Background: an optimization exercise with open tools, aiming at small area. Do not read the settings as production practice. No driver is modelled on the clock port, so clocking that relies on it looks cheaper here than on a real chip. Power is estimated from default activity; no workload was simulated.

==> flow/design.v <==
module mux_4x1
    #(parameter bits_num = 32)(
    input clk,
    input [bits_num - 1:0] in1,
    input [bits_num - 1:0] in2,
    input [bits_num - 1:0] in3,
    input [bits_num - 1:0] in4,
    input [3:0] ld,
    input hm,
    output reg [bits_num - 1:0] out
    );
    always @(posedge clk)
        out <= ({bits_num{ld[0]}} & in1) | ({bits_num{ld[1]}} & in2) |
               ({bits_num{ld[2]}} & in3) | ({bits_num{ld[3]}} & in4) |
               ({bits_num{hm}} & out);
endmodule
module SPI_Master
    #(parameter mode = 2'b00,bits_num = 32)(
    input clk,
    input reset,
    input tx_start,
    input [1:0] sel,
    output reg tx_end,
    output reg [3:0] ld,
    output reg [3:0] hd,
    output reg hm
    );
    reg run;
    reg [$clog2(bits_num):0] counts;
    wire last = run & (&counts);
    wire [3:0] ld_next = last ? (4'b0001 << sel) : 4'b0000;
    always @(posedge clk) begin
        hd <= ~ld_next;
        if (tx_start)
            counts <= 'b0;
        else
            counts <= counts + 1'b1;
    end
    always @(posedge clk, negedge reset) begin
        if (!reset) begin
            run <= 1'b0;
            tx_end <= 1'b0;
            ld <= 4'b0000;
            hm <= 1'b1;
        end
        else begin
            ld <= ld_next;
            hm <= ~last;
            if (tx_start) begin
                run <= 1'b1;
                tx_end <= 1'b0;
            end
            else if (run) begin
                if (&counts) begin
                    run <= 1'b0;
                    tx_end <= 1'b1;
                end
            end
        end
    end
endmodule
module SPI_Slave
    #(parameter bits_num = 32)(
    input clk,
    input reset,
    input ld,
    input hd,
    input [bits_num - 1:0] data_in,
    output reg [bits_num - 1:0] data_out
    );
    always @(posedge clk, negedge reset) begin
        if (!reset)
            data_out <= 'b0;
        else
            data_out <= ({bits_num{ld}} & data_in) | ({bits_num{hd}} & data_out);
    end
endmodule
module SPI_Top
    #(parameter mode = 2'b00,bits_num = 32)(
    input clk,
    input reset,
    input tx_start,
    input [1:0] sel,
    input [bits_num - 1:0] master_data_in,
    input [bits_num - 1:0] slave1_data_in,
    input [bits_num - 1:0] slave2_data_in,
    input [bits_num - 1:0] slave3_data_in,
    input [bits_num - 1:0] slave4_data_in,
    output tx_end,
    output [bits_num - 1:0] master_data_out,
    output [bits_num - 1:0] slave1_data_out,
    output [bits_num - 1:0] slave2_data_out,
    output [bits_num - 1:0] slave3_data_out,
    output [bits_num - 1:0] slave4_data_out
    );
    wire [3:0] ld, hd;
    wire hm;
    SPI_Master #(.mode(mode),.bits_num(bits_num)) master(
        .clk(clk),
        .reset(reset),
        .tx_start(tx_start),
        .sel(sel),
        .tx_end(tx_end),
        .ld(ld),
        .hd(hd),
        .hm(hm)
    );
    mux_4x1 #(.bits_num(bits_num)) mux(
        .clk(clk),
        .in1(slave1_data_in),
        .in2(slave2_data_in),
        .in3(slave3_data_in),
        .in4(slave4_data_in),
        .ld(ld),
        .hm(hm),
        .out(master_data_out)
    );
    SPI_Slave #(.bits_num(bits_num)) slave1(
        .clk(clk), .reset(reset), .ld(ld[0]), .hd(hd[0]),
        .data_in(master_data_in), .data_out(slave1_data_out));
    SPI_Slave #(.bits_num(bits_num)) slave2(
        .clk(clk), .reset(reset), .ld(ld[1]), .hd(hd[1]),
        .data_in(master_data_in), .data_out(slave2_data_out));
    SPI_Slave #(.bits_num(bits_num)) slave3(
        .clk(clk), .reset(reset), .ld(ld[2]), .hd(hd[2]),
        .data_in(master_data_in), .data_out(slave3_data_out));
    SPI_Slave #(.bits_num(bits_num)) slave4(
        .clk(clk), .reset(reset), .ld(ld[3]), .hd(hd[3]),
        .data_in(master_data_in), .data_out(slave4_data_out));
endmodule
==> flow/config.mk <==
export PLATFORM = sky130hd
export DESIGN_NAME = SPI_Top
export DESIGN_NICKNAME = SPI_Top
export VERILOG_FILES = /design/flow/design.v
export SDC_FILE = /design/flow/constraint.sdc
export NUM_CORES = 4
export LEC_CHECK = 0
export CAP_MARGIN = 0
export CORE_MARGIN = 2
export CORE_UTILIZATION = 50
export SLEW_MARGIN = 0
==> flow/constraint.sdc <==
create_clock -name core_clock -period 5.0 [get_ports {clk}]
set_input_delay 1.0000 -clock core_clock [delete_from_list [all_inputs] [get_ports {clk}]]
set_output_delay 1.0000 -clock core_clock [all_outputs]
set_load 0.01 [all_outputs]
standard.sh (not shown) runs the stock make flow with config.mk's settings and CLKGATE_MAP_FILE= SYNTH_SCRIPT=/design/flow/synth_recipe.tcl, a recipe that flattens the netlist after the stock synthesis.
==> flow/flow/run.sh <==
#!/bin/bash
# The standard layout, with the port buffers made of the smallest buffer cell,
# a clock tree of clkbuf_4 without dummy loads, and the clock buffers that drive
# the most flip-flops upsized after CTS (flow/post_cts.tcl). Output goes to
# standard.log.
set -euo pipefail
export BUFFER_PORTS_ARGS="-buffer_cell sky130_fd_sc_hd__buf_1"
export CTS_ARGS="-sink_clustering_enable -repair_clock_nets -dont_use_dummy_load -buf_list sky130_fd_sc_hd__clkbuf_4"
export POST_CTS_TCL="$PWD/flow/post_cts.tcl"
bash standard.sh > standard.log 2>&1
==> flow/flow/post_cts.tcl <==
# After CTS: a clkbuf_4 that drives many flip-flop clock pins gives them too
# slow a clock edge, so upsize those to clkbuf_8 and legalize again.
set limit 13
set n_up 0
foreach inst [[ord::get_db_block] getInsts] {
  if {[[$inst getMaster] getName] ne "sky130_fd_sc_hd__clkbuf_4"} continue
  set it [$inst findITerm X]
  if {$it eq "NULL"} continue
  set net [$it getNet]
  if {$net eq "NULL" || [$net getSigType] ne "CLOCK"} continue
  set fanout [expr {[llength [$net getITerms]] - 1}]
  if {$fanout >= $limit} {
    replace_cell [get_cells [$inst getName]] sky130_fd_sc_hd__clkbuf_8
    incr n_up
  }
}
puts "post_cts: upsized $n_up clock buffers"
detailed_placement
check_placement -verbose
estimate_parasitics -placement
The starting point completed with no timing, DRC or antenna violations.
Edit:
==> flow/flow/run.sh (replaced) <==
#!/bin/bash
# The standard layout, with the port buffers made of the smallest buffer cell
# and a clock tree of small buffers without dummy loads. Output goes to standard.log.
set -euo pipefail
export BUFFER_PORTS_ARGS="-buffer_cell sky130_fd_sc_hd__buf_1"
export CTS_ARGS="-sink_clustering_enable -repair_clock_nets -dont_use_dummy_load -buf_list sky130_fd_sc_hd__clkbuf_8"
bash standard.sh > standard.log 2>&1
Settings changed: CAP_MARGIN 0 to 20, SLEW_MARGIN 0 to 20.
removed: flow/flow/post_cts.tcl
After rerunning:
- via count drops by 0.58%
- area after synthesis does not change
- final area came out higher by 1.1%
- power rose by 4.9%
Edit:
==> flow/flow/run.sh (replaced) <==
#!/bin/bash
# The standard layout, with the port buffers made of the smallest buffer cell,
# a clock tree of clkbuf_4 without dummy loads, and the clock buffers that drive
# the most flip-flops upsized after CTS (flow/post_cts.tcl). Output goes to
# standard.log.
set -euo pipefail
export BUFFER_PORTS_ARGS="-buffer_cell sky130_fd_sc_hd__buf_1"
export CTS_ARGS="-sink_clustering_enable -repair_clock_nets -dont_use_dummy_load -buf_list sky130_fd_sc_hd__clkbuf_4"
export POST_CTS_TCL="$PWD/flow/post_cts.tcl"
bash standard.sh > standard.log 2>&1
==> flow/flow/post_cts.tcl (new file) <==
# After CTS: a clkbuf_4 that drives many flip-flop clock pins gives them too
# slow a clock edge, so upsize those to clkbuf_8 and legalize again.
set limit 13
set n_up 0
foreach inst [[ord::get_db_block] getInsts] {
  if {[[$inst getMaster] getName] ne "sky130_fd_sc_hd__clkbuf_4"} continue
  set it [$inst findITerm X]
  if {$it eq "NULL"} continue
  set net [$it getNet]
  if {$net eq "NULL" || [$net getSigType] ne "CLOCK"} continue
  set fanout [expr {[llength [$net getITerms]] - 1}]
  if {$fanout >= $limit} {
    replace_cell [get_cells [$inst getName]] sky130_fd_sc_hd__clkbuf_8
    incr n_up
  }
}
puts "post_cts: upsized $n_up clock buffers"
detailed_placement
check_placement -verbose
estimate_parasitics -placement
=>
- The new run produced a clean layout
- maximum frequency stays flat
- synthesized area stays the same
- count of clock-buffer cells in the layout stays the same
- clock skew climbs by 24 ps
- power went down by 4.7%
- first-iteration DRC count went up by 0.35%
- combinational power hardly moves
- wire length stays flat
Edit:
Settings changed: GPL_TIMING_DRIVEN from default to 0.
After rerunning:
- wire length stays flat
- cell area went up by 2.1%
- global-route usage rises by 0.54 points
- sequential share of layout area fell by 1.2 points
No run of this note included a check of the RTL's function; only the layout flow was run.

static timing again, ports no longer ideal:
How much do the figures lean on ideal ports? The routed layouts below were timed once more, with nothing changed but the port constraints.
Step 1: set_driving_cell puts a clkbuf_16 on clk and a buf_2 on each other input, an assumption about the parent block.
Step 2, shift: input delay + t, output delay - t, t = (earliest + latest rising clock arrival at the registers) / 2. This alone moves slack from input paths to output paths.
Three values: ideal, step 1, step 2; two values: the first two.
run	t, ns	setup WS [ns]	clock arrival spread, ns	slew at the worst register clock pin (ns)
the first run	0.459	2.957 / 2.919 / 2.864	0.043 / 0.044	0.12 / 0.12
the second run	0.472	2.959 / 2.921 / 2.879	0.021 / 0.021	0.09 / 0.09
the third run	0.459	2.957 / 2.919 / 2.864	0.043 / 0.044	0.12 / 0.12
the fourth run	0.472	2.942 / 2.902 / 3.293	0.042 / 0.042	0.12 / 0.12
After both steps setup and hold are still met in every run listed. The worst setup slack also covers recovery checks on asynchronous resets.
